Context: an optimization exercise on an open-source flow, tuned for small area and a short achievable clock period. The choices shown serve that exercise and are no tape-out recipe. Where RTL was checked, it was by simulation tests only, not by an equivalence proof against the original. No functional check of the RTL was part of runs 1 and 2.

==> design.v <==
module lut (
    input        [7:0]  index,
    output logic [15:0] value
);
    always_comb begin
        case (index)
            8'd0: value = 16'h0001;
            8'd1: value = 16'h4dbc;
            8'd2: value = 16'h4dbc;
            8'd3: value = 16'h679f;
            8'd4: value = 16'h4db7;
            8'd5: value = 16'h3e2c;
            8'd6: value = 16'h33cf;
            8'd7: value = 16'h2c68;
            8'd8: value = 16'h26db;
            8'd9: value = 16'h228a;
            8'd10: value = 16'h1f16;
            8'd11: value = 16'h1c42;
            8'd12: value = 16'h19e7;
            8'd13: value = 16'h17e9;
            8'd14: value = 16'h1634;
            8'd15: value = 16'h14b9;
            8'd16: value = 16'h136d;
            8'd17: value = 16'h1249;
            8'd18: value = 16'h1145;
            8'd19: value = 16'h105c;
            8'd20: value = 16'h0f8b;
            8'd21: value = 16'h0ecd;
            8'd22: value = 16'h0e21;
            8'd23: value = 16'h0d84;
            8'd24: value = 16'h0cf3;
            8'd25: value = 16'h0c6f;
            8'd26: value = 16'h0bf4;
            8'd27: value = 16'h0b83;
            8'd28: value = 16'h0b1a;
            8'd29: value = 16'h0ab8;
            8'd30: value = 16'h0a5c;
            8'd31: value = 16'h0a07;
            8'd32: value = 16'h09b6;
            8'd33: value = 16'h096b;
            8'd34: value = 16'h0924;
            8'd35: value = 16'h08e1;
            8'd36: value = 16'h08a2;
            8'd37: value = 16'h0866;
            8'd38: value = 16'h082e;
            8'd39: value = 16'h07f8;
            8'd40: value = 16'h07c5;
            8'd41: value = 16'h0795;
            8'd42: value = 16'h0766;
            8'd43: value = 16'h073a;
            8'd44: value = 16'h0710;
            8'd45: value = 16'h06e8;
            8'd46: value = 16'h06c2;
            8'd47: value = 16'h069d;
            8'd48: value = 16'h0679;
            8'd49: value = 16'h0658;
            8'd50: value = 16'h0637;
            8'd51: value = 16'h0618;
            8'd52: value = 16'h05fa;
            8'd53: value = 16'h05dd;
            8'd54: value = 16'h05c1;
            8'd55: value = 16'h05a6;
            8'd56: value = 16'h058d;
            8'd57: value = 16'h0574;
            8'd58: value = 16'h055c;
            8'd59: value = 16'h0544;
            8'd60: value = 16'h052e;
            8'd61: value = 16'h0518;
            8'd62: value = 16'h0503;
            8'd63: value = 16'h04ef;
            8'd64: value = 16'h04db;
            8'd65: value = 16'h04c8;
            8'd66: value = 16'h04b5;
            8'd67: value = 16'h04a3;
            8'd68: value = 16'h0492;
            8'd69: value = 16'h0481;
            8'd70: value = 16'h0470;
            8'd71: value = 16'h0460;
            8'd72: value = 16'h0451;
            8'd73: value = 16'h0442;
            8'd74: value = 16'h0433;
            8'd75: value = 16'h0425;
            8'd76: value = 16'h0417;
            8'd77: value = 16'h0409;
            8'd78: value = 16'h03fc;
            8'd79: value = 16'h03ef;
            8'd80: value = 16'h03e2;
            8'd81: value = 16'h03d6;
            8'd82: value = 16'h03ca;
            8'd83: value = 16'h03be;
            8'd84: value = 16'h03b3;
            8'd85: value = 16'h03a8;
            8'd86: value = 16'h039d;
            8'd87: value = 16'h0392;
            8'd88: value = 16'h0388;
            8'd89: value = 16'h037e;
            8'd90: value = 16'h0374;
            8'd91: value = 16'h036a;
            8'd92: value = 16'h0361;
            8'd93: value = 16'h0357;
            8'd94: value = 16'h034e;
            8'd95: value = 16'h0345;
            8'd96: value = 16'h033c;
            8'd97: value = 16'h0334;
            8'd98: value = 16'h032c;
            8'd99: value = 16'h0323;
            8'd100: value = 16'h031b;
            8'd101: value = 16'h0313;
            8'd102: value = 16'h030c;
            8'd103: value = 16'h0304;
            8'd104: value = 16'h02fd;
            8'd105: value = 16'h02f5;
            8'd106: value = 16'h02ee;
            8'd107: value = 16'h02e7;
            8'd108: value = 16'h02e0;
            8'd109: value = 16'h02da;
            8'd110: value = 16'h02d3;
            8'd111: value = 16'h02cc;
            8'd112: value = 16'h02c6;
            8'd113: value = 16'h02c0;
            8'd114: value = 16'h02ba;
            8'd115: value = 16'h02b4;
            8'd116: value = 16'h02ae;
            8'd117: value = 16'h02a8;
            8'd118: value = 16'h02a2;
            8'd119: value = 16'h029c;
            8'd120: value = 16'h0297;
            8'd121: value = 16'h0291;
            8'd122: value = 16'h028c;
            8'd123: value = 16'h0287;
            8'd124: value = 16'h0281;
            8'd125: value = 16'h027c;
            8'd126: value = 16'h0277;
            8'd127: value = 16'h0272;
            8'd128: value = 16'h026d;
            8'd129: value = 16'h0268;
            8'd130: value = 16'h0264;
            8'd131: value = 16'h025f;
            8'd132: value = 16'h025a;
            8'd133: value = 16'h0256;
            8'd134: value = 16'h0251;
            8'd135: value = 16'h024d;
            8'd136: value = 16'h0249;
            8'd137: value = 16'h0244;
            8'd138: value = 16'h0240;
            8'd139: value = 16'h023c;
            8'd140: value = 16'h0238;
            8'd141: value = 16'h0234;
            8'd142: value = 16'h0230;
            8'd143: value = 16'h022c;
            8'd144: value = 16'h0228;
            8'd145: value = 16'h0224;
            8'd146: value = 16'h0221;
            8'd147: value = 16'h021d;
            8'd148: value = 16'h0219;
            8'd149: value = 16'h0216;
            8'd150: value = 16'h0212;
            8'd151: value = 16'h020f;
            8'd152: value = 16'h020b;
            8'd153: value = 16'h0208;
            8'd154: value = 16'h0204;
            8'd155: value = 16'h0201;
            8'd156: value = 16'h01fe;
            8'd157: value = 16'h01fa;
            8'd158: value = 16'h01f7;
            8'd159: value = 16'h01f4;
            8'd160: value = 16'h01f1;
            8'd161: value = 16'h01ee;
            8'd162: value = 16'h01eb;
            8'd163: value = 16'h01e8;
            8'd164: value = 16'h01e5;
            8'd165: value = 16'h01e2;
            8'd166: value = 16'h01df;
            8'd167: value = 16'h01dc;
            8'd168: value = 16'h01d9;
            8'd169: value = 16'h01d6;
            8'd170: value = 16'h01d4;
            8'd171: value = 16'h01d1;
            8'd172: value = 16'h01ce;
            8'd173: value = 16'h01cc;
            8'd174: value = 16'h01c9;
            8'd175: value = 16'h01c6;
            8'd176: value = 16'h01c4;
            8'd177: value = 16'h01c1;
            8'd178: value = 16'h01bf;
            8'd179: value = 16'h01bc;
            8'd180: value = 16'h01ba;
            8'd181: value = 16'h01b7;
            8'd182: value = 16'h01b5;
            8'd183: value = 16'h01b2;
            8'd184: value = 16'h01b0;
            8'd185: value = 16'h01ae;
            8'd186: value = 16'h01ab;
            8'd187: value = 16'h01a9;
            8'd188: value = 16'h01a7;
            8'd189: value = 16'h01a5;
            8'd190: value = 16'h01a2;
            8'd191: value = 16'h01a0;
            8'd192: value = 16'h019e;
            8'd193: value = 16'h019c;
            8'd194: value = 16'h019a;
            8'd195: value = 16'h0198;
            8'd196: value = 16'h0196;
            8'd197: value = 16'h0193;
            8'd198: value = 16'h0191;
            8'd199: value = 16'h018f;
            8'd200: value = 16'h018d;
            8'd201: value = 16'h018b;
            8'd202: value = 16'h0189;
            8'd203: value = 16'h0188;
            8'd204: value = 16'h0186;
            8'd205: value = 16'h0184;
            8'd206: value = 16'h0182;
            8'd207: value = 16'h0180;
            8'd208: value = 16'h017e;
            8'd209: value = 16'h017c;
            8'd210: value = 16'h017a;
            8'd211: value = 16'h0179;
            8'd212: value = 16'h0177;
            8'd213: value = 16'h0175;
            8'd214: value = 16'h0173;
            8'd215: value = 16'h0172;
            8'd216: value = 16'h0170;
            8'd217: value = 16'h016e;
            8'd218: value = 16'h016d;
            8'd219: value = 16'h016b;
            8'd220: value = 16'h0169;
            8'd221: value = 16'h0168;
            8'd222: value = 16'h0166;
            8'd223: value = 16'h0164;
            8'd224: value = 16'h0163;
            8'd225: value = 16'h0161;
            8'd226: value = 16'h0160;
            8'd227: value = 16'h015e;
            8'd228: value = 16'h015d;
            8'd229: value = 16'h015b;
            8'd230: value = 16'h015a;
            8'd231: value = 16'h0158;
            8'd232: value = 16'h0157;
            8'd233: value = 16'h0155;
            8'd234: value = 16'h0154;
            8'd235: value = 16'h0152;
            8'd236: value = 16'h0151;
            8'd237: value = 16'h014f;
            8'd238: value = 16'h014e;
            8'd239: value = 16'h014c;
            8'd240: value = 16'h014b;
            8'd241: value = 16'h014a;
            8'd242: value = 16'h0148;
            8'd243: value = 16'h0147;
            8'd244: value = 16'h0146;
            8'd245: value = 16'h0144;
            8'd246: value = 16'h0143;
            8'd247: value = 16'h0142;
            8'd248: value = 16'h0140;
            8'd249: value = 16'h013f;
            8'd250: value = 16'h013e;
            8'd251: value = 16'h013d;
            8'd252: value = 16'h013b;
            8'd253: value = 16'h013a;
            8'd254: value = 16'h0139;
            8'd255: value = 16'h0138;
            default: value = 16'h0000;
        endcase
    end
endmodule
module cordic # (parameter DATA_WIDTH = 16) (
    input                       clk,
    input                       rst_n,
    input                       start,
    input  [2:0]                mode,
    input  [3:0]                shift,
    input  [DATA_WIDTH*2 - 1 : 0] opa,
    input  [DATA_WIDTH*2 - 1 : 0] opb,
    output logic [DATA_WIDTH*2 - 1 : 0] data_o
);
    localparam [159:0] ATAN = {
        16'd20, 16'd40, 16'd81, 16'd162, 16'd325,
        16'd651, 16'd1297, 16'd2555, 16'd4836, 16'd8192
    };
    function automatic [53:0] urot(input logic signed [18:0] x, input logic signed [18:0] y,
                                   input logic [15:0] z, input logic vec, input integer k);
        logic neg;
        logic signed [18:0] xn, yn;
        logic [15:0] zn;
        neg = vec ? y[18] : ~z[15];
        if (neg) begin
            xn = x - (y >>> k);
            yn = y + (x >>> k);
            zn = z - ATAN[16*k +: 16];
        end else begin
            xn = x + (y >>> k);
            yn = y - (x >>> k);
            zn = z + ATAN[16*k +: 16];
        end
        urot = {xn, yn, zn};
    endfunction
    logic [6:1] vld;
    always_ff @(posedge clk or negedge rst_n) begin
        if (!rst_n)     vld <= '0;
        else if (start) vld <= {vld[5:1], 1'b1};
    end
    wire [15:0] ar = opa[31:16];
    wire [15:0] ai = opa[15:0];
    wire [15:0] br = opb[31:16];
    wire [15:0] bi = opb[15:0];
    wire x_small = (&ar[15:8]) | ~(|ar[15:8]);
    wire y_small = (&ai[15:8]) | ~(|ai[15:8]);
    wire w_small = (&br[15:8]) | ~(|br[15:8]);
    wire pre_shift = x_small & y_small;
    wire vec_in = ~mode[2] & (|mode[1:0]);
    wire signed [18:0] xs = pre_shift ? {{3{ar[15]}}, ar[7:0], 8'b0} : {{3{ar[15]}}, ar};
    wire signed [18:0] ys = pre_shift ? {{3{ai[15]}}, ai[7:0], 8'b0} : {{3{ai[15]}}, ai};
    wire [15:0] nbi = ~bi + 16'd1;
    wire [15:0] zs = mode[2] ? nbi : br;
    logic [1:0] qe;
    always_comb begin
        if (!vec_in)      qe = zs[15:14];
        else if (ai[15])  qe = 2'b01;
        else if (ar[15])  qe = 2'b10;
        else              qe = 2'b11;
    end
    wire cx = qe[1] ^ qe[0];
    wire dx = ~qe[1];
    wire cy = qe[1];
    wire dy = qe[1] ^ qe[0];
    wire signed [18:0] x1_in = (xs ^ {19{cx}}) + (ys ^ {19{dx}}) + {17'd0, cx & dx, cx ^ dx};
    wire signed [18:0] y1_in = (xs ^ {19{cy}}) + (ys ^ {19{dy}}) + {17'd0, cy & dy, cy ^ dy};
    logic [15:0] z1_in;
    always_comb begin
        if (!vec_in)                   z1_in = {2'b00, zs[13:0]} - 16'd8192;
        else if (ai[15] & ar[15])      z1_in = {2'b11, zs[13:0]} - 16'd8192;
        else                           z1_in = {ai[15], ar[15], zs[13:0]} + 16'd8192;
    end
    logic signed [18:0] x1, y1;
    logic [15:0] z1;
    logic        vec1, ps1, ws1, m2_1;
    logic [1:0]  md1;
    logic [3:0]  sft1;
    logic [7:0]  w1;
    always_ff @(posedge clk) begin
        if (start) begin
            x1   <= x1_in;
            y1   <= y1_in;
            z1   <= z1_in;
            vec1 <= vec_in;
            md1  <= mode[1:0];
            m2_1 <= mode[2];
            ps1  <= pre_shift;
            ws1  <= w_small;
            sft1 <= shift;
            w1   <= w_small ? br[7:0] : br[15:8];
        end
    end
    logic [5:0] cshift, shamt_1;
    always_comb begin
        if (w1 == 8'd1)      cshift = 6'd15;
        else if (w1 == 8'd2) cshift = 6'd16;
        else                 cshift = 6'd17;
        if (ps1 & ~ws1)      cshift = cshift + 6'd16;
        else if (ps1 == ws1) cshift = cshift + 6'd8;
        if (m2_1) shamt_1 = cshift - {2'b00, sft1};
        else      shamt_1 = ps1 ? 6'd23 : 6'd15;
    end
    logic [53:0] r1a, r1b;
    assign r1a = urot(x1, y1, z1, vec1, 1);
    assign r1b = urot(r1a[53:35], r1a[34:16], r1a[15:0], vec1, 2);
    logic signed [18:0] x2, y2;
    logic [15:0] z2;
    logic        vec2;
    logic [1:0]  md2;
    logic [5:0]  sh2;
    logic [7:0]  w2;
    always_ff @(posedge clk) begin
        if (start) begin
            {x2, y2, z2} <= r1b;
            vec2 <= vec1;
            md2  <= md1;
            sh2  <= shamt_1;
            w2   <= m2_1 ? w1 : 8'd1;    
        end
    end
    logic [53:0] r2a, r2b;
    assign r2a = urot(x2, y2, z2, vec2, 3);
    assign r2b = urot(r2a[53:35], r2a[34:16], r2a[15:0], vec2, 4);
    logic signed [18:0] x3, y3;
    logic [15:0] z3;
    logic        vec3;
    logic [1:0]  md3;
    logic [5:0]  sh3;
    logic [7:0]  w3;
    always_ff @(posedge clk) begin
        if (start) begin
            {x3, y3, z3} <= r2b;
            vec3 <= vec2;
            md3  <= md2;
            sh3  <= sh2;
            w3   <= w2;
        end
    end
    logic [53:0] r3a, r3b;
    assign r3a = urot(x3, y3, z3, vec3, 5);
    assign r3b = urot(r3a[53:35], r3a[34:16], r3a[15:0], vec3, 6);
    logic signed [18:0] x4, y4;
    logic [15:0] z4;
    logic        vec4;
    logic [1:0]  md4;
    logic [5:0]  sh4;
    logic [7:0]  w4;
    always_ff @(posedge clk) begin
        if (start) begin
            {x4, y4, z4} <= r3b;
            vec4 <= vec3;
            md4  <= md3;
            sh4  <= sh3;
            w4   <= w3;
        end
    end
    logic [53:0] r4a, r4b;
    assign r4a = urot(x4, y4, z4, vec4, 7);
    assign r4b = urot(r4a[53:35], r4a[34:16], r4a[15:0], vec4, 8);
    logic [15:0] kval;
    lut l1 (.index(w4), .value(kval));
    logic [7:0] bneg_4, bone_4, btwo_4;
    always_comb begin : p_booth
        logic [16:0] kk;
        logic b2, b1, b0;
        kk = {1'b0, kval};
        for (int j = 0; j < 8; j++) begin
            b2 = kk[2*j+1];
            b1 = kk[2*j];
            b0 = (j == 0) ? 1'b0 : kk[2*j-1];
            bneg_4[j] = b2 & ~(b1 & b0);
            bone_4[j] = b1 ^ b0;
            btwo_4[j] = (b2 & ~b1 & ~b0) | (~b2 & b1 & b0);
        end
    end
    logic signed [18:0] x5, y5;
    logic [15:0] z5;
    logic        vec5;
    logic [1:0]  md5;
    logic [5:0]  sh5;
    logic [7:0]  bneg5, bone5, btwo5;
    always_ff @(posedge clk) begin
        if (start) begin
            {x5, y5, z5} <= r4b;
            vec5  <= vec4;
            md5   <= md4;
            sh5   <= sh4;
            bneg5 <= bneg_4;
            bone5 <= bone_4;
            btwo5 <= btwo_4;
        end
    end
    logic [53:0] r5a;
    assign r5a = urot(x5, y5, z5, vec5, 9);
    function automatic [69:0] bmul_cs(input logic [7:0] bneg, input logic [7:0] bone,
                                      input logic [7:0] btwo, input logic signed [18:0] x);
        logic [34:0] row [0:8];
        logic [34:0] s, c, t0, t1, t2;
        logic [19:0] m, pp;
        for (int j = 0; j < 8; j++) begin
            m = bone[j] ? {x[18], x} : (btwo[j] ? {x, 1'b0} : 20'd0);
            pp = m ^ {20{bneg[j]}};
            row[j] = ({15'd0, ~pp[19], pp[18:0]} << (2*j)) | ((j > 0) ? ({34'd0, bneg[j-1]} << (2*j-2)) : 35'd0);
        end
        row[8] = 35'h555580000 | ({34'd0, bneg[7]} << 14);
        for (int j = 0; j < 3; j++) begin
            t0 = row[3*j] ^ row[3*j+1] ^ row[3*j+2];
            t1 = ((row[3*j] & row[3*j+1]) | (row[3*j] & row[3*j+2]) | (row[3*j+1] & row[3*j+2])) << 1;
            row[2*j] = t0;
            row[2*j+1] = t1;
        end
        for (int j = 0; j < 2; j++) begin
            t0 = row[3*j] ^ row[3*j+1] ^ row[3*j+2];
            t1 = ((row[3*j] & row[3*j+1]) | (row[3*j] & row[3*j+2]) | (row[3*j+1] & row[3*j+2])) << 1;
            row[2*j] = t0;
            row[2*j+1] = t1;
        end
        t0 = row[0] ^ row[1] ^ row[2];
        t1 = ((row[0] & row[1]) | (row[0] & row[2]) | (row[1] & row[2])) << 1;
        t2 = row[3];
        s = t0 ^ t1 ^ t2;
        c = ((t0 & t1) | (t0 & t2) | (t1 & t2)) << 1;
        bmul_cs = {s, c};
    endfunction
    logic [69:0] csx, csy;
    assign csx = bmul_cs(bneg5, bone5, btwo5, r5a[53:35]);
    assign csy = bmul_cs(bneg5, bone5, btwo5, r5a[34:16]);
    logic [34:0] px_s, px_c, py_s, py_c;
    logic [15:0] z6;
    logic        vec6;
    logic [1:0]  md6;
    logic [5:0]  sh6;
    always_ff @(posedge clk) begin
        if (start) begin
            {px_s, px_c} <= csx;
            {py_s, py_c} <= csy;
            z6   <= r5a[15:0];
            vec6 <= vec5;
            md6  <= md5;
            sh6  <= sh5;
        end
    end
    function automatic [15:0] sat16(input logic signed [34:0] p, input logic [5:0] sh);
        logic [34:0] r;
        logic [19:0] e;
        logic ok;
        r = p >>> sh;
        e[19] = 1'b1;
        for (int j = 18; j >= 0; j--) e[j] = e[j+1] & (p[15+j] == p[34]);
        ok = (sh >= 6'd20) ? 1'b1 : e[sh];
        sat16 = ok ? r[15:0] : (p[34] ? 16'h8000 : 16'h7fff);
    endfunction
    wire signed [34:0] px = px_s + px_c;
    wire signed [34:0] py = py_s + py_c;
    wire [15:0] m0 = sat16(px, sh6);
    wire [15:0] m1 = sat16(py, sh6);
    logic [31:0] dout;
    always_comb begin
        if (!vec6)               dout = {m0, m1};
        else if (md6 == 2'd1)    dout = {z6, 16'd0};
        else if (md6 == 2'd2)    dout = {m0, 16'd0};
        else                     dout = {m0, z6};
    end
    assign data_o = vld[6] ? dout : 32'd0;
endmodule
==> run.sh <==
#!/bin/bash
# synth_recipe.tcl (not shown) runs the flow's synth.tcl, then flattens the netlist and writes it again
# the make line also repeats each setting of config.mk as NAME=value (left out here)
make -C /OpenROAD-flow-scripts/flow DESIGN_CONFIG=/design/flow/config.mk WORK_HOME=/design/flow/orfs CLKGATE_MAP_FILE= SYNTH_SCRIPT=/design/flow/synth_recipe.tcl finish
==> config.mk <==
export PLATFORM = sky130hd
export DESIGN_NAME = cordic
export DESIGN_NICKNAME = cordic
export VERILOG_FILES = /design/flow/design.v
export SDC_FILE = /design/flow/constraint.sdc
export NUM_CORES = 4
export LEC_CHECK = 0
export CAP_MARGIN = 20
export CORE_MARGIN = 2
export CORE_UTILIZATION = 40
export PLACE_DENSITY = 0.6
export SLEW_MARGIN = 20
==> constraint.sdc <==
create_clock -name core_clock -period 13.0 [get_ports {clk}]
set_input_delay 2.6000 -clock core_clock [delete_from_list [all_inputs] [get_ports {clk}]]
set_output_delay 2.6000 -clock core_clock [all_outputs]
set_load 0.01 [all_outputs]
==> results_dict.tcl, run 1 <==
set metrics [dict create \
    crit_type "in2reg" \
    hold_depth 0 \
    gp_congestion 0.916 \
    clock_sinks 547 \
    hold_path_class "reg2reg" \
    nets 8854 \
    wl_per_cell_um 19.6 \
    firstDrtPassIters 6 \
    cp.required_ns 13.40 \
    cts_resized 0 \
    synth-edff-count 526 \
    syn_area_per_cell_um2 8.78 \
    maxCapViolations 0 \
    clockBufferDepth 3 \
    critPathBufInv 4 \
    cts_setup_buffers 0 \
    clk_pin_slew_ns 0.07 \
    max-slew-margin-rel 0.251 \
    globalRouteTotalUtil 0.223 \
    cpMostUsedCell "o21ai_0" \
    yosys-top-cells-area "edfxtp_1 (23%), ha_1 (13%), xnor2_1 (7.5%)" \
    drt-initial-drc-count 4731 \
    finalSetupViolCount 0 \
    rsz0062_at_grt "no" \
    critPathTopFamily "compound AO/OA/AOI/OAI gates" \
    fillers 16900 \
    cts_root_buffer "clkbuf_16" \
    clk-insertion-delay-late_ns 0.70 \
    r2r_end "y2[18]" \
    clock_skew_ns 0.0417 \
    instances_no_fill 10200 \
    cts_hold_buffers 0 \
    synth-seq-cells 547 \
    overflow 0 \
    drc 0 \
    cp_max_fo 36 \
    yosys.area.top_type_share 0.228 \
    reg2reg_depth 33 \
    drive_gt1_frac 0.0521 \
    pin_count 106 \
    cp-end-kind "register" \
    cts_max_level 3 \
    hpwl_um 152000 \
    synth_top_area_cell "edfxtp_1" \
    design_area_mm2 0.0750 \
    crit_arrival_ns 10.32 \
    dp.cells 10000 \
    synth_cells 7896 \
    drv_slew 0 \
    place.port_buffers 105 \
    r2r-start "vec1" \
    dieArea_mm2 0.177 \
    async_flop_share 0.0110 \
    finalWirelength_um 200000 \
    die_w_um 420 \
    start_util 0.403 \
    final_common_cell "ha_1" \
    num_vias 59000 \
    layout_common_cells "ha_1 (737), nor2_1 (634), xnor2_1 (593)" \
    grt_pass1_wl_um 317000 \
    crit_path_max_incr_delay_ns 0.80 \
    cp-start-kind "input pin" \
    cts_tree "yes" \
    max_freq_mhz 101 \
    synth_area_mm2 0.0693 \
    die_h_um 420 \
    area_growth_syn_to_layout_pct 8.26 \
    drtAntennaViolNets 0 \
    design.core.area_mm2 0.172 \
    synth_ff_type "edfxtp_1" \
    yosysWarnings 4 \
    place_area_mm2 0.0728 \
    viasPerCell 5.80 \
    numCtsBuffers 70 \
    fin_setup_tns_ns 0 \
    grt_max_degree 165 \
    finalHoldViolCount 0 \
    period_needed_ns 9.93 \
    min_from "w2[7]" \
    period_share 0.763 \
    tightest_slew_ns 1.12 \
    status "complete, no violations" \
    grt_pass1_vias 58000 \
    row_count 152 \
    r2r_slack_ns 4.13 \
    ys_types 123 \
    slowest_stage "ha_1" \
    antenna_found_initial 2 \
    seq_area_frac_synth 0.234 \
    worstHoldEndpoint "w3[7]" \
    fin_util 0.436 \
]
how the worst max path moves through the flow:
stage | from | end | slack [ns] | cells after the start
floorplan | opb[5] | x1[17] | 4.06 | 31
global placement | opb[3] | y1[17] | 2.35 | 30
detailed placement | opb[3] | y1[17] | 2.50 | 30
CTS | opb[3] | y1[17] | 3.18 | 30
global route | opb[3] | y1[17] | 2.33 | 30
finish | opb[3] | y1[17] | 3.07 | 30
cell families after synthesis:
logic type / Yosys count / share of synthesized area
fa+ha+maj: 972 / 0.201
buf+inv: 937 / 0.0517
flops: 547 / 0.234
compound gates: 2190 / 0.212
simple gates: 2070 / 0.141
xor+xnor: 985 / 0.126
mux: 195 / 0.0336
Yosys cell counts (235+ instances only):
cell / number
a21oi_1: 510
a22oi_1: 267
clkbuf_1: 285
edfxtp_1: 526
fa_1: 235
ha_1: 737
inv_1: 577
nand2_1: 534
nor2_1: 636
nor3_1: 248
o21ai_0: 441
xnor2_1: 597
xor2_1: 378
metal layers:
metal / up-vias / track usage / share of wire
li1: 28500 / - / -
met1: 28400 / 0.282 / 0.43
met2: 1725 / 0.389 / 0.48
met3: 360 / 0.0262 / 0.050
met4: 0 / 0.0797 / 0.036
met5: - / 0 / 0
metrics by stage:
stage	hold WS [ns]	worst slack [ns]
2_1_floorplan	0.400	4.06
3_3_place_gp	0.401	2.35
3_5_place_dp	0.405	2.50
4_1_cts	0.398	3.18
5_1_grt	0.395	2.33
6_report	0.395	3.07
layout make-up:
| cell class | count | area [µm²] | share of cell area |
|---|---|---|---|
| multi-input combinational | 6412 | 49700 | 0.662 |
| sequential | 547 | 16200 | 0.217 |
| tap | 2310 | 2890 | 0.0385 |
| inverter | 584 | 2190 | 0.0292 |
| clock buffer | 86 | 1870 | 0.0250 |
| timing repair buffer | 193 | 1740 | 0.0232 |
| clock inverter | 41 | 389 | 0.00519 |
| antenna | 3 | 7.51 | 0.000100 |
worst reg2reg max path: cells and delay by family, from the launching register on:
family                     cells  cell delay [ns]
DFF                            1             0.53
adders and majority gates      2             0.74
muxes                          1             0.25
AOI/OAI and AO/OA             18             4.65
xor gates and xnor gates       4             0.66
and+or+nand+nor                2             0.27
buffers and inverters          6             1.52
registers in the layout, indices dropped and copies added (netlist names), 30 cells and up:
signal and flops:
px_c 30, px_s 35, py_c 30, py_s 35
==> run 2: changes to the inputs <==
--- a/config.mk
+++ b/config.mk
@@ -5,6 +5,7 @@
 export SDC_FILE = /design/flow/constraint.sdc
 export NUM_CORES = 4
 export LEC_CHECK = 0
+export ABC_AREA = 1
 export CAP_MARGIN = 20
 export CORE_MARGIN = 2
 export CORE_UTILIZATION = 40
==> run 2 against run 1 <==
Fmax is 5.4% higher; area after synthesis is 1.2% higher; sequential share of layout area is 0.22 points lower; utilization is 0.082 points lower; worst hold slack better by 0.020 ns; die area is 1.2% higher; via count is 7.0% higher; clock skew is 0.014 ns lower; critical path depth is 7 higher; count of clock-buffer cells in the layout is 6 lower; global-route usage is 2.4 points higher; sequential cell count stayed put; critical endpoint unchanged.
==> results_dict.tcl, run 2 <==
set metrics [dict create \
    status "complete, no violations" \
    period_share 0.725 \
    dieArea_mm2 0.179 \
    cp-end-kind "register" \
    design.core.area_mm2 0.174 \
    place_area_mm2 0.0736 \
    clockBufferDepth 3 \
    final_common_cell "nand2_1" \
    tightest_slew_ns 1.13 \
    synth_area_mm2 0.0702 \
    num_vias 63100 \
    fin_setup_tns_ns 0 \
    pin_count 106 \
    cts_root_buffer "clkbuf_16" \
    finalWirelength_um 225000 \
    clk-insertion-delay-late_ns 0.68 \
    yosys.cell_count.top_type "nand2_1" \
    cts_setup_buffers 0 \
    place.port_buffers 105 \
    design_area_mm2 0.0758 \
    grt_pass1_wl_um 350000 \
    cp-start-kind "input pin" \
    synth-edff-count 526 \
    layout_common_cells "nand2_1 (2098), inv_1 (1333), xor2_1 (818)" \
    synth_cells 9391 \
    reg2reg_depth 35 \
    crit_path_max_incr_delay_ns 1.13 \
    die_h_um 423 \
    grt_max_degree 159 \
    antenna_found_initial 6 \
    drive_gt1_frac 0.0444 \
    max-slew-margin-rel 0.250 \
    yosys.area.top_type_share 0.225 \
    drtAntennaViolNets 0 \
    wl_per_cell_um 19.2 \
    cts_tree "yes" \
    clock_skew_ns 0.0273 \
    drt-initial-drc-count 4911 \
    hold_depth 0 \
    start_util 0.403 \
    seq_area_frac_synth 0.232 \
    gp_congestion 0.981 \
    max_freq_mhz 106 \
    cts_resized 0 \
    async_flop_share 0.0110 \
    hold_path_class "reg2reg" \
    nets 10400 \
    maxCapViolations 0 \
    grt_pass1_vias 62100 \
    numCtsBuffers 67 \
    cts_max_level 3 \
    area_growth_syn_to_layout_pct 8.05 \
    ys_types 85 \
    globalRouteTotalUtil 0.247 \
    yosysWarnings 4 \
    fillers 17800 \
    cpMostUsedCell "nand2_1" \
    cp.required_ns 13.42 \
    syn_area_per_cell_um2 7.47 \
    crit_type "in2reg" \
    viasPerCell 5.37 \
    hpwl_um 181000 \
    firstDrtPassIters 8 \
    cp_max_fo 37 \
    period_needed_ns 9.42 \
    finalHoldViolCount 0 \
    crit_arrival_ns 9.84 \
    finalSetupViolCount 0 \
    row_count 153 \
    clock_sinks 547 \
    cts_hold_buffers 0 \
    ys_top_cells_by_count "nand2_1 (2099), inv_1 (1333), xor2_1 (821)" \
    synth_top_area_cell "edfxtp_1" \
    overflow 0 \
    rsz0062_at_grt "no" \
    die_w_um 423 \
    clk_pin_slew_ns 0.06 \
    drv_slew 0 \
    slowest_stage "ha_1" \
    drc 0 \
    yosys-top-cells-area "edfxtp_1 (23%), ha_1 (13%), nand2_1 (11%)" \
    synth-seq-cells 547 \
    synth_ff_type "edfxtp_1" \
]
## run 2: cell count changes in the layout (fill, tap and decap cells not counted), moves of 131 or more
cell,delta
a22oi_1,-261
inv_1,+759
nand2_1,+1564
nand3_1,+319
nor3_1,-131
o22ai_1,+254
xnor2_1,-402
xor2_1,+444
## run 2: per-stage QoR
stage                     std cells   util  setup WS [ns]  hold WS [ns]
final                         11800  0.436           3.58         0.415
after global routing          11800  0.436           2.95         0.421
after CTS                     11800  0.436           3.60         0.417
after detailed placement      11600  0.423           2.90         0.405
after global placement        11600  0.423           2.67         0.401
after floorplan                9391      -           4.64         0.400
## run 2: worst max-delay path: cells and delay by family
kind	cells	cell delay (ns)
compound gates	5	0.69
xor+xnor	3	0.43
fa+ha+maj	4	2.31
buf+inv	5	1.08
simple gates	20	2.70
## run 2: per-layer routing
metal	up-vias	global-route usage	wire, µm
met5	-	0	22
met4	4	0.123	11800
met3	453	0.0268	12300
met2	1924	0.425	107000
met1	29600	0.307	94400
li1	31100	-	-
## run 2: logic make-up (layout without fill, tap and decap cells)
group | count (synthesis) | in the layout | share of synthesized area
DFF | 547 | 547 | 0.232
adders and majority gates | 972 | 972 | 0.198
buffers and inverters | 1654 | 1693 | 0.0910
AOI/OAI and AO/OA | 1709 | 1709 | 0.142
muxes | 6 | 6 | 0.000874
other | 0 | 5 | 0
and+or+nand+nor | 3489 | 3489 | 0.210
xor gates and xnor gates | 1014 | 1014 | 0.127
## run 2: cell type report
class	instances	area (µm²)	area share
diodes	5	12.5	0.000165
repair buffers	191	1710	0.0226
clock buffers	80	1770	0.0233
flip-flops and latches	547	16200	0.214
inverters	1385	5200	0.0686
well taps	2325	2910	0.0384
clock inverters	37	370	0.00489
multi-input cells	7190	47600	0.628
## run 2: path summary, 6_finish.rpt
kind / startpoint / end / slack (ns)
worst min register to register: sh5[0] / sh6[0] / 0.42
worst min-delay path: sh5[0] / sh6[0] / 0.42
max in group asynchronous: rst_n / vld[6] / 10.42
min in group asynchronous: rst_n / vld[2] / 2.25
worst max register to register: vec3 / y4[16] / 5.04
worst max-delay path: opb[2] / y1[17] / 3.58
==> run 3: changes to the inputs <==
--- a/design.v
+++ b/design.v
@@ -274,27 +274,6 @@
     input  [DATA_WIDTH*2 - 1 : 0] opb,
     output logic [DATA_WIDTH*2 - 1 : 0] data_o
 );
-    localparam [159:0] ATAN = {
-        16'd20, 16'd40, 16'd81, 16'd162, 16'd325,
-        16'd651, 16'd1297, 16'd2555, 16'd4836, 16'd8192
-    };
-    function automatic [53:0] urot(input logic signed [18:0] x, input logic signed [18:0] y,
-                                   input logic [15:0] z, input logic vec, input integer k);
-        logic neg;
-        logic signed [18:0] xn, yn;
-        logic [15:0] zn;
-        neg = vec ? y[18] : ~z[15];
-        if (neg) begin
-            xn = x - (y >>> k);
-            yn = y + (x >>> k);
-            zn = z - ATAN[16*k +: 16];
-        end else begin
-            xn = x + (y >>> k);
-            yn = y - (x >>> k);
-            zn = z + ATAN[16*k +: 16];
-        end
-        urot = {xn, yn, zn};
-    endfunction
     logic [6:1] vld;
     always_ff @(posedge clk or negedge rst_n) begin
         if (!rst_n)     vld <= '0;
@@ -313,25 +292,10 @@
     wire signed [18:0] ys = pre_shift ? {{3{ai[15]}}, ai[7:0], 8'b0} : {{3{ai[15]}}, ai};
     wire [15:0] nbi = ~bi + 16'd1;
     wire [15:0] zs = mode[2] ? nbi : br;
-    logic [1:0] qe;
-    always_comb begin
-        if (!vec_in)      qe = zs[15:14];
-        else if (ai[15])  qe = 2'b01;
-        else if (ar[15])  qe = 2'b10;
-        else              qe = 2'b11;
-    end
-    wire cx = qe[1] ^ qe[0];
-    wire dx = ~qe[1];
-    wire cy = qe[1];
-    wire dy = qe[1] ^ qe[0];
-    wire signed [18:0] x1_in = (xs ^ {19{cx}}) + (ys ^ {19{dx}}) + {17'd0, cx & dx, cx ^ dx};
-    wire signed [18:0] y1_in = (xs ^ {19{cy}}) + (ys ^ {19{dy}}) + {17'd0, cy & dy, cy ^ dy};
+    logic signed [18:0] x1_in, y1_in;
     logic [15:0] z1_in;
-    always_comb begin
-        if (!vec_in)                   z1_in = {2'b00, zs[13:0]} - 16'd8192;
-        else if (ai[15] & ar[15])      z1_in = {2'b11, zs[13:0]} - 16'd8192;
-        else                           z1_in = {ai[15], ar[15], zs[13:0]} + 16'd8192;
-    end
+    cordic_pre u_pre (.xs(xs), .ys(ys), .zs(zs), .vec(vec_in), .sx(ar[15]), .sy(ai[15]),
+                      .x1(x1_in), .y1(y1_in), .z1(z1_in));
     logic signed [18:0] x1, y1;
     logic [15:0] z1;
     logic        vec1, ps1, ws1, m2_1;
@@ -362,9 +326,8 @@
         if (m2_1) shamt_1 = cshift - {2'b00, sft1};
         else      shamt_1 = ps1 ? 6'd23 : 6'd15;
     end
-    logic [53:0] r1a, r1b;
-    assign r1a = urot(x1, y1, z1, vec1, 1);
-    assign r1b = urot(r1a[53:35], r1a[34:16], r1a[15:0], vec1, 2);
+    logic [53:0] r1b;
+    cordic_rot2 #(.K(1)) u_rot1 (.x(x1), .y(y1), .z(z1), .vec(vec1), .r(r1b));
     logic signed [18:0] x2, y2;
     logic [15:0] z2;
     logic        vec2;
@@ -380,9 +343,8 @@
             w2   <= m2_1 ? w1 : 8'd1;    
         end
     end
-    logic [53:0] r2a, r2b;
-    assign r2a = urot(x2, y2, z2, vec2, 3);
-    assign r2b = urot(r2a[53:35], r2a[34:16], r2a[15:0], vec2, 4);
+    logic [53:0] r2b;
+    cordic_rot2 #(.K(3)) u_rot3 (.x(x2), .y(y2), .z(z2), .vec(vec2), .r(r2b));
     logic signed [18:0] x3, y3;
     logic [15:0] z3;
     logic        vec3;
@@ -398,9 +360,8 @@
             w3   <= w2;
         end
     end
-    logic [53:0] r3a, r3b;
-    assign r3a = urot(x3, y3, z3, vec3, 5);
-    assign r3b = urot(r3a[53:35], r3a[34:16], r3a[15:0], vec3, 6);
+    logic [53:0] r3b;
+    cordic_rot2 #(.K(5)) u_rot5 (.x(x3), .y(y3), .z(z3), .vec(vec3), .r(r3b));
     logic signed [18:0] x4, y4;
     logic [15:0] z4;
     logic        vec4;
@@ -416,9 +377,8 @@
             w4   <= w3;
         end
     end
-    logic [53:0] r4a, r4b;
-    assign r4a = urot(x4, y4, z4, vec4, 7);
-    assign r4b = urot(r4a[53:35], r4a[34:16], r4a[15:0], vec4, 8);
+    logic [53:0] r4b;
+    cordic_rot2 #(.K(7)) u_rot7 (.x(x4), .y(y4), .z(z4), .vec(vec4), .r(r4b));
     logic [15:0] kval;
     lut l1 (.index(w4), .value(kval));
     logic [7:0] bneg_4, bone_4, btwo_4;
@@ -453,7 +413,121 @@
         end
     end
     logic [53:0] r5a;
-    assign r5a = urot(x5, y5, z5, vec5, 9);
+    cordic_rot1 #(.K(9)) u_rot9 (.x(x5), .y(y5), .z(z5), .vec(vec5), .r(r5a));
+    logic [69:0] csx, csy;
+    cordic_mulcs u_mulx (.bneg(bneg5), .bone(bone5), .btwo(btwo5), .x(r5a[53:35]), .cs(csx));
+    cordic_mulcs u_muly (.bneg(bneg5), .bone(bone5), .btwo(btwo5), .x(r5a[34:16]), .cs(csy));
+    logic [34:0] px_s, px_c, py_s, py_c;
+    logic [15:0] z6;
+    logic        vec6;
+    logic [1:0]  md6;
+    logic [5:0]  sh6;
+    always_ff @(posedge clk) begin
+        if (start) begin
+            {px_s, px_c} <= csx;
+            {py_s, py_c} <= csy;
+            z6   <= r5a[15:0];
+            vec6 <= vec5;
+            md6  <= md5;
+            sh6  <= sh5;
+        end
+    end
+    logic [31:0] dout;
+    cordic_out u_out (.px_s(px_s), .px_c(px_c), .py_s(py_s), .py_c(py_c), .z(z6), .vec(vec6),
+                      .md(md6), .sh(sh6), .dout(dout));
+    assign data_o = vld[6] ? dout : 32'd0;
+endmodule
+module cordic_pre (
+    input  logic signed [18:0] xs, ys,
+    input  logic [15:0] zs,
+    input  logic vec, sx, sy,
+    output logic signed [18:0] x1, y1,
+    output logic [15:0] z1
+);
+    logic [1:0] qe;
+    always_comb begin
+        if (!vec)      qe = zs[15:14];
+        else if (sy)   qe = 2'b01;
+        else if (sx)   qe = 2'b10;
+        else           qe = 2'b11;
+    end
+    wire cx = qe[1] ^ qe[0];
+    wire dx = ~qe[1];
+    wire cy = qe[1];
+    wire dy = qe[1] ^ qe[0];
+    assign x1 = (xs ^ {19{cx}}) + (ys ^ {19{dx}}) + {17'd0, cx & dx, cx ^ dx};
+    assign y1 = (xs ^ {19{cy}}) + (ys ^ {19{dy}}) + {17'd0, cy & dy, cy ^ dy};
+    always_comb begin
+        if (!vec)          z1 = {2'b00, zs[13:0]} - 16'd8192;
+        else if (sy & sx)  z1 = {2'b11, zs[13:0]} - 16'd8192;
+        else               z1 = {sy, sx, zs[13:0]} + 16'd8192;
+    end
+endmodule
+module cordic_rot2 #(parameter K = 1) (
+    input  logic signed [18:0] x, y,
+    input  logic [15:0] z,
+    input  logic vec,
+    output logic [53:0] r
+);
+    localparam [159:0] ATAN = {
+        16'd20, 16'd40, 16'd81, 16'd162, 16'd325,
+        16'd651, 16'd1297, 16'd2555, 16'd4836, 16'd8192
+    };
+    function automatic [53:0] urot(input logic signed [18:0] x, input logic signed [18:0] y,
+                                   input logic [15:0] z, input logic vec, input integer k);
+        logic neg;
+        logic signed [18:0] xn, yn;
+        logic [15:0] zn;
+        neg = vec ? y[18] : ~z[15];
+        if (neg) begin
+            xn = x - (y >>> k);
+            yn = y + (x >>> k);
+            zn = z - ATAN[16*k +: 16];
+        end else begin
+            xn = x + (y >>> k);
+            yn = y - (x >>> k);
+            zn = z + ATAN[16*k +: 16];
+        end
+        urot = {xn, yn, zn};
+    endfunction
+    logic [53:0] ra;
+    assign ra = urot(x, y, z, vec, K);
+    assign r = urot(ra[53:35], ra[34:16], ra[15:0], vec, K + 1);
+endmodule
+module cordic_rot1 #(parameter K = 9) (
+    input  logic signed [18:0] x, y,
+    input  logic [15:0] z,
+    input  logic vec,
+    output logic [53:0] r
+);
+    localparam [159:0] ATAN = {
+        16'd20, 16'd40, 16'd81, 16'd162, 16'd325,
+        16'd651, 16'd1297, 16'd2555, 16'd4836, 16'd8192
+    };
+    function automatic [53:0] urot(input logic signed [18:0] x, input logic signed [18:0] y,
+                                   input logic [15:0] z, input logic vec, input integer k);
+        logic neg;
+        logic signed [18:0] xn, yn;
+        logic [15:0] zn;
+        neg = vec ? y[18] : ~z[15];
+        if (neg) begin
+            xn = x - (y >>> k);
+            yn = y + (x >>> k);
+            zn = z - ATAN[16*k +: 16];
+        end else begin
+            xn = x + (y >>> k);
+            yn = y - (x >>> k);
+            zn = z + ATAN[16*k +: 16];
+        end
+        urot = {xn, yn, zn};
+    endfunction
+    assign r = urot(x, y, z, vec, K);
+endmodule
+module cordic_mulcs (
+    input  logic [7:0] bneg, bone, btwo,
+    input  logic signed [18:0] x,
+    output logic [69:0] cs
+);
     function automatic [69:0] bmul_cs(input logic [7:0] bneg, input logic [7:0] bone,
                                       input logic [7:0] btwo, input logic signed [18:0] x);
         logic [34:0] row [0:8];
@@ -484,24 +558,16 @@
         c = ((t0 & t1) | (t0 & t2) | (t1 & t2)) << 1;
         bmul_cs = {s, c};
     endfunction
-    logic [69:0] csx, csy;
-    assign csx = bmul_cs(bneg5, bone5, btwo5, r5a[53:35]);
-    assign csy = bmul_cs(bneg5, bone5, btwo5, r5a[34:16]);
-    logic [34:0] px_s, px_c, py_s, py_c;
-    logic [15:0] z6;
-    logic        vec6;
-    logic [1:0]  md6;
-    logic [5:0]  sh6;
-    always_ff @(posedge clk) begin
-        if (start) begin
-            {px_s, px_c} <= csx;
-            {py_s, py_c} <= csy;
-            z6   <= r5a[15:0];
-            vec6 <= vec5;
-            md6  <= md5;
-            sh6  <= sh5;
-        end
-    end
+    assign cs = bmul_cs(bneg, bone, btwo, x);
+endmodule
+module cordic_out (
+    input  logic [34:0] px_s, px_c, py_s, py_c,
+    input  logic [15:0] z,
+    input  logic vec,
+    input  logic [1:0] md,
+    input  logic [5:0] sh,
+    output logic [31:0] dout
+);
     function automatic [15:0] sat16(input logic signed [34:0] p, input logic [5:0] sh);
         logic [34:0] r;
         logic [19:0] e;
@@ -514,14 +580,12 @@
     endfunction
     wire signed [34:0] px = px_s + px_c;
     wire signed [34:0] py = py_s + py_c;
-    wire [15:0] m0 = sat16(px, sh6);
-    wire [15:0] m1 = sat16(py, sh6);
-    logic [31:0] dout;
+    wire [15:0] m0 = sat16(px, sh);
+    wire [15:0] m1 = sat16(py, sh);
     always_comb begin
-        if (!vec6)               dout = {m0, m1};
-        else if (md6 == 2'd1)    dout = {z6, 16'd0};
-        else if (md6 == 2'd2)    dout = {m0, 16'd0};
-        else                     dout = {m0, z6};
+        if (!vec)               dout = {m0, m1};
+        else if (md == 2'd1)    dout = {z, 16'd0};
+        else if (md == 2'd2)    dout = {m0, 16'd0};
+        else                     dout = {m0, z};
     end
-    assign data_o = vld[6] ? dout : 32'd0;
 endmodule
--- a/config.mk
+++ b/config.mk
@@ -5,9 +5,9 @@
 export SDC_FILE = /design/flow/constraint.sdc
 export NUM_CORES = 4
 export LEC_CHECK = 0
-export ABC_AREA = 1
 export CAP_MARGIN = 20
 export CORE_MARGIN = 2
 export CORE_UTILIZATION = 40
 export PLACE_DENSITY = 0.6
 export SLEW_MARGIN = 20
+export SYNTH_HIERARCHICAL = 1
==> run 3 against run 2 <==
Still clean on timing, DRC and antenna; first-iteration DRC count is 3.8% higher; highest routed layer unchanged; register-to-register slack lost 0.31 ns; largest cell class unchanged; critical endpoint is now data_o[11]; sequential cell count decreased by 4; die area is 5.4% higher.
==> results_dict.tcl, run 3 <==
set metrics [dict create \
    status "complete, no violations" \
    cts_max_level 3 \
    cp.required_ns 10.40 \
    synth_cells 8397 \
    cts_setup_buffers 0 \
    clk_pin_slew_ns 0.08 \
    drv_slew 0 \
    synth-edff-count 537 \
    crit_arrival_ns 6.47 \
    cp-start-kind "register" \
    cts_tree "yes" \
    final_common_cell "ha_1" \
    grt_max_degree 156 \
    fin_setup_tns_ns 0 \
    layout_common_cells "ha_1 (757), xnor2_1 (718), nand2_1 (684)" \
    yosysWarnings 17 \
    num_vias 62400 \
    max_freq_mhz 110 \
    synth_ff_type "edfxtp_1" \
    numCtsBuffers 68 \
    viasPerCell 5.80 \
    cp_max_fo 24 \
    yosys.cell_count.top_type "ha_1" \
    grt_pass1_wl_um 339000 \
    finalHoldViolCount 0 \
    place_area_mm2 0.0767 \
    globalRouteTotalUtil 0.222 \
    seq_area_frac_synth 0.220 \
    fillers 18100 \
    maxCapViolations 0 \
    synth_top_area_cell "edfxtp_1" \
    antenna_found_initial 1 \
    cts_hold_buffers 0 \
    start_util 0.403 \
    drtAntennaViolNets 0 \
    tightest_slew_ns 1.24 \
    yosys-top-cells-area "edfxtp_1 (22%), ha_1 (13%), xnor2_1 (8.5%)" \
    cts_root_buffer "clkbuf_16" \
    dieArea_mm2 0.188 \
    clock_skew_ns 0.0311 \
    place.port_buffers 105 \
    design_area_mm2 0.0790 \
    fin_util 0.430 \
    clk-insertion-delay-late_ns 0.68 \
    period_needed_ns 9.07 \
    die_h_um 434 \
    overflow 0 \
    cp-end-kind "output port" \
    use_met1 0.305 \
    area_growth_syn_to_layout_pct 6.70 \
    pin_count 106 \
    nets 9305 \
    gp_congestion 0.933 \
    grt.busiest_layer "met2" \
    die_w_um 434 \
    grtUsageMet3 0.0321 \
    clock_sinks 543 \
    period_share 0.697 \
    synth-seq-cells 543 \
    finalSetupViolCount 0 \
    antennaDiodeCount 0 \
    met2_usage 0.360 \
    ys_types 156 \
    cts_resized 0 \
    row_count 157 \
    drc 0 \
    synth_area_mm2 0.0740 \
    syn_area_per_cell_um2 8.81 \
    grt_pass1_vias 60800 \
    drt-initial-drc-count 5100 \
    hpwl_um 162000 \
    design.core.area_mm2 0.183 \
    clockBufferDepth 3 \
    max-slew-margin-rel 0.172 \
    drive_gt1_frac 0.0685 \
    finalWirelength_um 212000 \
    async_flop_share 0.0110 \
    yosys.area.top_type_share 0.218 \
    ys_top_cells_by_count "ha_1 (758), xnor2_1 (720), nand2_1 (684)" \
    crit_type "reg2out" \
    wl_per_cell_um 19.8 \
    firstDrtPassIters 6 \
    rsz0062_at_grt "no" \
    hold_path_class "reg2reg" \
]
[run 3: area by class of cell]
class	instances	area [µm²]	area share
Sequential cell	543	16300	0.206
Clock inverter	44	390	0.00494
Tap cell	2464	3080	0.0390
Clock buffer	78	1800	0.0228
Inverter	549	2060	0.0261
Multi-Input combinational cell	6865	53500	0.677
Timing Repair Buffer	212	1880	0.0238
[run 3: kinds of logic after synthesis]
family	synth area share
and+or+nand+nor	0.149
AOI/OAI and AO/OA	0.216
adders and majority gates	0.192
muxes	0.0302
other	0.000152
xor gates and xnor gates	0.134
buffers and inverters	0.0590
DFF	0.220
[run 3: modules after synthesis, one instance, submodules excluded, excerpt]
module	cells inside	flops+latches	cell area [µm²]
cordic_pre	363	0	3030
cordic	806	543	18200
cordic_mulcs	827	0	6830
lut	503	0	3280
cordic_out	1407	0	9280
[run 3: through the flow]
step                cells  hold slack [ns]  worst slack [ns]
floorplan            8405            0.400              5.06
global placement    10600            0.401              4.20
detailed placement  10600            0.405              4.24
CTS                 10800            0.415              3.86
global route        10800            0.423              3.41
finish              10800            0.407              3.93
[run 3: per-layer routing]
layer / wire length [µm] / vias up
met2: 95900 / 1972
met3: 12900 / 370
met5: 20 / -
li1: - / 30100
met4: 6240 / 2
met1: 97400 / 30000
[run 3: worst paths after layout]
kind / depth (start not counted) / slack [ns] / from / end
setup / recovery: 17 / 3.93 / py_s[0] / data_o[11]
hold / removal: 0 / 0.41 / md3[1] / md4[1]
setup reg to reg: 27 / 4.73 / vec3 / y4[17]
hold reg to reg: 0 / 0.41 / md3[1] / md4[1]
max in group asynchronous: 1 / 10.62 / rst_n / vld[6]
min in group asynchronous: 1 / 2.18 / rst_n / vld[1]
[run 3: worst max-delay path, cell delays in order, from the launching register on]
cell             delay (ns)
edfxtp_1               0.37
ha_1                   0.24
fa_1                   0.41
a21oi_1                0.29
o22ai_2                0.18
a22oi_1                0.35
a21oi_1                0.21
o21ai_1                0.19
nand3b_1               0.62
o41ai_1                0.54
o311ai_0               0.15
a2111o_1               0.42
o2111a_1               0.17
a2111o_1               0.55
a21oi_4                0.26
a221o_1                0.18
and2_1                 0.12
clkdlybuf4s50_1        0.54
==> run 4: changes to the inputs <==
--- a/config.mk
+++ b/config.mk
@@ -5,6 +5,7 @@
 export SDC_FILE = /design/flow/constraint.sdc
 export NUM_CORES = 4
 export LEC_CHECK = 0
+export ABC_AREA = 1
 export CAP_MARGIN = 20
 export CORE_MARGIN = 2
 export CORE_UTILIZATION = 40
==> run 4 against run 3 <==
Critical path depth rose by 9; global-route usage rose by 4.0 points; area after synthesis grew 9.8%; critical path type unchanged; routed wire length is 29% higher; non-clock buffer count shrank 46; setup slack better by 0.97 ns; die area increased by 9.7%; highest routed layer is now met4.
==> results_dict.tcl, run 4 <==
set metrics [dict create \
    setup_ws_ns 4.91 \
    drv_slew 0 \
    finalSetupViolCount 0 \
    drc 0 \
    antenna_found_initial 3 \
    gp_congestion 0.961 \
    drtAntennaViolNets 0 \
    overflow 0 \
    hpwl_um 218000 \
    synth_compound_area_frac 0.141 \
    clk-insertion-delay-late_ns 0.71 \
    clockBufferDepth 3 \
    instances_no_fill 14900 \
    cts_tree "yes" \
    dieArea_mm2 0.207 \
    wl_per_cell_um 18.4 \
    grt_pass1_vias 76100 \
    die_h_um 455 \
    status "complete, no violations" \
    cts_resized 0 \
    cts_root_buffer "clkbuf_16" \
    synth-adder-area-share 0.174 \
    yosys.area.top_type_share 0.198 \
    row_count 165 \
    clock_skew_ns 0.0337 \
    finalWirelength_um 275000 \
    maxCapViolations 0 \
    die_w_um 455 \
    syn_area_per_cell_um2 6.63 \
    crit_type "reg2out" \
    cts_hold_buffers 0 \
    grt_pass1_wl_um 430000 \
    design.core.area_mm2 0.202 \
    fillers 21200 \
    fin_setup_tns_ns 0 \
    clock_sinks 543 \
    synth_cells 12300 \
    cp_max_fo 4 \
    start_util 0.402 \
    post_synth_and_or_nand_nor_area_fraction 0.294 \
    yosysWarnings 17 \
    numCtsBuffers 73 \
    dp.cells 14700 \
    cts_max_level 3 \
    final_common_cell "nand2_1" \
    drt-initial-drc-count 6741 \
    crit_arrival_ns 5.49 \
    yosys.cell_count.top_type "nand2_1" \
    clk_pin_slew_ns 0.06 \
    dpl_worst_slack_ns 4.46 \
    layout_common_cells "nand2_1 (3687), inv_1 (1806), nor2_1 (797)" \
    synth-edff-count 537 \
    grt_max_degree 156 \
    period_share 0.623 \
    async_flop_share 0.0110 \
    rsz0062_at_grt "no" \
    cp.required_ns 10.40 \
    fin_hold_ws_ns 0.416 \
    max-slew-margin-rel 0.318 \
    synthMuxAreaShare 0.000739 \
    viasPerCell 5.34 \
    num_vias 79400 \
    area_growth_syn_to_layout_pct 6.80 \
    hold_path_class "reg2reg" \
    place.port_buffers 105 \
    nets 13200 \
    cp-end-kind "output port" \
    firstDrtPassIters 7 \
    ys_types 79 \
    synth-seq-cells 543 \
    globalRouteTotalUtil 0.262 \
    synth_top_area_cell "edfxtp_1" \
    pin_count 106 \
    cp-start-kind "register" \
    synth_xor_area_frac 0.0765 \
    ys_top_cells_by_count "nand2_1 (3687), inv_1 (1806), nor2_1 (798)" \
    synth_top_family_by_area "simple AND/OR/NAND/NOR gates" \
    drive_gt1_frac 0.0509 \
    seq_area_frac_synth 0.200 \
    cts_setup_buffers 0 \
    synth_area_mm2 0.0812 \
    synth_ff_type "edfxtp_1" \
    max_freq_mhz 124 \
    finalHoldViolCount 0 \
    period_needed_ns 8.09 \
    tightest_slew_ns 1.02 \
    yosys-top-cells-area "edfxtp_1 (20%), nand2_1 (17%), ha_1 (12%)" \
    fin_util 0.429 \
]
run 4: cell types whose count changed after synthesis, sizes merged, moves of 100 or more:
cell / delta
nand2: +3095
inv: +1365
nand3: +675
xnor2: -513
o21ai: +413
nor2: +342
a22oi: -183
a21o: -137
nor2b: -113
nand2b: -109
and2: -100
run 4: final timing paths:
check	slack [ns]	end	from	cells past startpoint
min in group asynchronous	2.11	vld[5]	rst_n	1
worst max register to register	5.56	px_s[21]	z5[15]	21
worst max-delay path	4.91	data_o[6]	py_s[0]	26
worst min-delay path	0.42	w4[7]	w3[7]	0
max in group asynchronous	10.67	vld[1]	rst_n	1
worst min register to register	0.42	w4[7]	w3[7]	0
run 4: per-module statistics from Yosys (local to each module, per instance), a selection:
module / times used / cells inside / area, µm²
cordic: 1 / 989 / 18500
lut: 1 / 593 / 2730
cordic_mulcs: 2 / 1338 / 8160
cordic_out: 1 / 2105 / 9900
cordic_pre: 1 / 533 / 3610
run 4: cells by family (layout without fill, tap and decap cells):
kind of cell / count (synthesis) / after routing
buf+inv: 2268 / 2218
fa+ha+maj: 992 / 992
other cells: 3 / 14
simple gates: 5738 / 5738
flops: 543 / 543
compound gates: 2016 / 2016
mux: 6 / 6
xor+xnor: 685 / 685
run 4: layout make-up:
type / instances / area (µm²) / area share
repair buffers: 166 / 1560 / 0.0180
clock buffers: 81 / 1900 / 0.0219
diodes: 3 / 7.51 / 0.0000865
well taps: 2672 / 3340 / 0.0385
inverters: 1920 / 7220 / 0.0832
clock inverters: 51 / 613 / 0.00707
flip-flops and latches: 543 / 16300 / 0.188
multi-input cells: 9448 / 55900 / 0.644
run 4: metal layers:
| metal | vias to the layer above | wire length, µm | GRT usage |
|---|---|---|---|
| met1 | 36700 | 120000 | 0.343 |
| li1 | 39400 | - | - |
| met3 | 531 | 19200 | 0.0414 |
| met2 | 2711 | 124000 | 0.433 |
| met4 | 0 | 10900 | 0.0954 |
| met5 | - | 0 | 0 |
run 4: per-stage QoR:
step / instance area, µm²
finish: 86800
global route: 86800
CTS: 86700
floorplan: 81300
detailed placement: 84200
global placement: 84200
run 4: critical path: stages (launching register included):
cell	delay, ns
edfxtp_1	0.37
ha_1	0.29
fa_1	0.51
nand3_1	0.11
nand3_1	0.13
nand2_1	0.09
nand2_1	0.13
nand2_1	0.10
nand2_1	0.13
nand2_1	0.10
nand2_1	0.10
xor2_1	0.38
nand2_1	0.08
o21ai_0	0.16
nand2_1	0.13
nand3_1	0.14
nand3_1	0.08
a21oi_1	0.37
o21ai_0	0.18
nand2_1	0.11
nand2_1	0.07
nand2_1	0.07
nand2_1	0.19
nand2_1	0.12
nand2_1	0.05
inv_1	0.08
clkdlybuf4s50_1	0.53
==> run 5: changes to the inputs <==
--- a/config.mk
+++ b/config.mk
@@ -5,10 +5,10 @@
 export SDC_FILE = /design/flow/constraint.sdc
 export NUM_CORES = 4
 export LEC_CHECK = 0
-export ABC_AREA = 1
 export CAP_MARGIN = 20
 export CORE_MARGIN = 2
 export CORE_UTILIZATION = 40
 export PLACE_DENSITY = 0.6
+export SETUP_SLACK_MARGIN = 5
 export SLEW_MARGIN = 20
 export SYNTH_HIERARCHICAL = 1
==> run 5 against run 4 <==
Critical endpoint is now data_o[11]; sequential cell count unchanged; non-clock buffer count up 122; still clean on timing, DRC and antenna; worst hold slack got worse by 0.011 ns; setup slack improved by 0.19 ns; design area down 7.3%; area after synthesis down 8.9%; sequential share of layout area increased by 1.5 points; critical path type unchanged.
==> results_dict.tcl, run 5 <==
set metrics [dict create \
    status "complete, no violations" \
    crit_type "reg2out" \
    yosys.cell_count.top_type "ha_1" \
    instances_no_fill 10800 \
    synth-edff-count 537 \
    synth-seq-cells 543 \
    clockBufferDepth 3 \
    design.core.area_mm2 0.183 \
    hpwl_um 162000 \
    cp-end-kind "output port" \
    synth_top_area_cell "edfxtp_1" \
    fillers 17900 \
    cp_max_fo 6 \
    async_flop_share 0.0110 \
    place.port_buffers 105 \
    ys_top_cells_by_count "ha_1 (758), xnor2_1 (720), nand2_1 (684)" \
    cp.required_ns 10.40 \
    start_util 0.403 \
    synth_area_mm2 0.0740 \
    wl_per_cell_um 19.8 \
    max-slew-margin-rel 0.163 \
    area_growth_syn_to_layout_pct 8.70 \
    cp-start-kind "register" \
    finalSetupViolCount 0 \
    viasPerCell 5.80 \
    clk_pin_slew_ns 0.08 \
    layout_common_cells "ha_1 (729), xnor2_1 (713), nand2_1 (684)" \
    cts_root_buffer "clkbuf_16" \
    seq_area_frac_synth 0.220 \
    globalRouteTotalUtil 0.223 \
    ys_types 156 \
    period_share 0.608 \
    cts_hold_buffers 0 \
    firstDrtPassIters 6 \
    hold_path_class "reg2reg" \
    pin_count 106 \
    dieArea_mm2 0.188 \
    final_common_cell "ha_1" \
    antennaDiodeCount 0 \
    row_count 157 \
    cts_max_level 3 \
    min_from "md3[1]" \
    r2r-start "x1[2]" \
    die_w_um 434 \
    grt_max_degree 156 \
    yosys-top-cells-area "edfxtp_1 (22%), ha_1 (13%), xnor2_1 (8.5%)" \
    drc 0 \
    numCtsBuffers 68 \
    finalHoldViolCount 0 \
    grt_pass1_wl_um 341000 \
    drtAntennaViolNets 0 \
    maxCapViolations 0 \
    period_needed_ns 7.90 \
    drt-initial-drc-count 5244 \
    clk-insertion-delay-late_ns 0.68 \
    rsz0062_at_grt "yes" \
    finalWirelength_um 215000 \
    clock_skew_ns 0.0330 \
    overflow 0 \
    yosysWarnings 17 \
    synth_ff_type "edfxtp_1" \
    crit_arrival_ns 5.30 \
    syn_area_per_cell_um2 8.81 \
    drive_gt1_frac 0.0933 \
    drv_slew 0 \
    max_freq_mhz 127 \
    grt_pass1_vias 61200 \
    critPathLaunch "py_c[4]" \
    cts_tree "yes" \
    die_h_um 434 \
    nets 9384 \
    synth_cells 8397 \
    fin_setup_tns_ns 0 \
    dp.cells 10600 \
    clock_sinks 543 \
    tightest_slew_ns 1.25 \
    num_vias 62800 \
    yosys.area.top_type_share 0.218 \
    gp_congestion 0.933 \
    antenna_found_initial 1 \
]
[run 5: modules after synthesis, one instance, submodules excluded, a selection]
module / cell area [µm²] / cells inside / flip-flops and latches / times used
cordic: 18200 / 806 / 543 / 1
cordic_out: 9280 / 1407 / 0 / 1
lut: 3280 / 503 / 0 / 1
cordic_mulcs: 6830 / 827 / 0 / 2
cordic_pre: 3030 / 363 / 0 / 1
[run 5: layout make-up]
cell class / instances / area, µm² / share of cell area
tap: 2464 / 3080 / 0.0383
multi-input combinational: 6867 / 54300 / 0.675
timing repair buffer: 288 / 2460 / 0.0306
timing repair inverter: 1 / 5.00 / 0.0000622
clock buffer: 78 / 1800 / 0.0224
clock inverter: 44 / 390 / 0.00485
inverter: 549 / 2080 / 0.0259
sequential: 543 / 16300 / 0.202
[run 5: cells by family after synthesis]
logic type,share of synthesized area
AO/OA/AOI/OAI,0.216
AND/OR/NAND/NOR,0.149
XOR/XNOR,0.134
buffers and inverters,0.0590
adder cells (fa/ha/maj),0.192
flip-flops,0.220
multiplexers,0.0302
other,0.000152
[run 5: critical path, stage by stage (launching register included)]
cell	delay, ns
edfxtp_1	0.42
ha_4	0.29
and2_4	0.18
a221oi_4	0.28
a21oi_2	0.12
o2111a_2	0.35
nor3_4	0.31
xor2_1	0.20
a2111oi_2	0.34
o311ai_1	0.15
a2111o_1	0.41
o2111a_2	0.18
a2111o_1	0.53
a21oi_4	0.18
buf_4	0.13
buf_6	0.09
buf_4	0.09
a221o_1	0.12
and2_1	0.12
buf_2	0.13
[run 5: repair_timing]
action,CTS,global route
gates cloned,4,2
pin swaps,23,40
endpoints found under the hold margin,0,0
endpoints found under the setup margin,36,64
resized for setup,109,143
buffers inserted,30,44
[run 5: path summary, 6_finish.rpt]
| path | end | slack, ns | depth (start not counted) |
|---|---|---|---|
| worst max-delay path | data_o[11] | 5.10 | 19 |
| worst min-delay path | md4[1] | 0.40 | 0 |
| worst max register to register | y2[17] | 5.46 | 26 |
| worst min register to register | md4[1] | 0.40 | 0 |
| max in group asynchronous | vld[3] | 10.62 | 1 |
| min in group asynchronous | vld[1] | 2.18 | 1 |
[run 5: stage by stage]
step / utilization / hold slack (ns) / area, µm² / setup WS, ns
after global routing: 0.438 / 0.423 / 80400 / 4.82
final: 0.438 / 0.405 / 80400 / 5.10
after global placement: 0.418 / 0.401 / 76700 / 4.20
after CTS: 0.434 / 0.415 / 79600 / 4.89
after floorplan: - / 0.400 / 74000 / 5.06
after detailed placement: 0.418 / 0.405 / 76700 / 4.24
[run 5: layer usage]
layer  vias up  global-route usage  share of wire
met2      1960               0.363           0.45
met4         2              0.0655          0.031
met5         -                   0       0.000093
met1     30200               0.306           0.46
li1      30200                   -              -
met3       396              0.0330          0.060

==> separate check: timing with driven ports <==
How much do the figures lean on ideal ports? The routed layouts below were timed once more, with nothing changed but the port constraints. Step 1, drivers: a clkbuf_16 drives clk and a buf_2 each remaining input, both assumed. Step 2 also shifts input and output timing later by t, the mid clock arrival at the registers, as if the neighbouring blocks saw the same clock. a / b / c = ideal / step 1 / step 2; a / b = the first two.
run | shift t [ns] | setup slack, ns | worst setup path at the end | latest minus earliest clock arrival (ns) | cell pins on the clock port's net
run 1 | 0.753 | 3.075 / 3.132 / 2.379 | input to register | 0.044 / 0.044 | 1
run 2 | 0.749 | 3.580 / 3.638 / 2.889 | input to register | 0.041 / 0.042 | 1
run 3 | 0.746 | 3.934 / 3.852 / 4.223 | input to register | 0.033 / 0.033 | 1
run 4 | 0.777 | 4.906 / 4.829 / 4.571 | input to register | 0.043 / 0.042 | 1
run 5 | 0.746 | 5.100 / 5.018 / 4.600 | input to register | 0.034 / 0.034 | 1
After both steps every run listed still meets setup and hold. For run 1, which loses most, drivers alone change the setup slack by +0.057 ns; drivers and shift together by -0.696 ns.
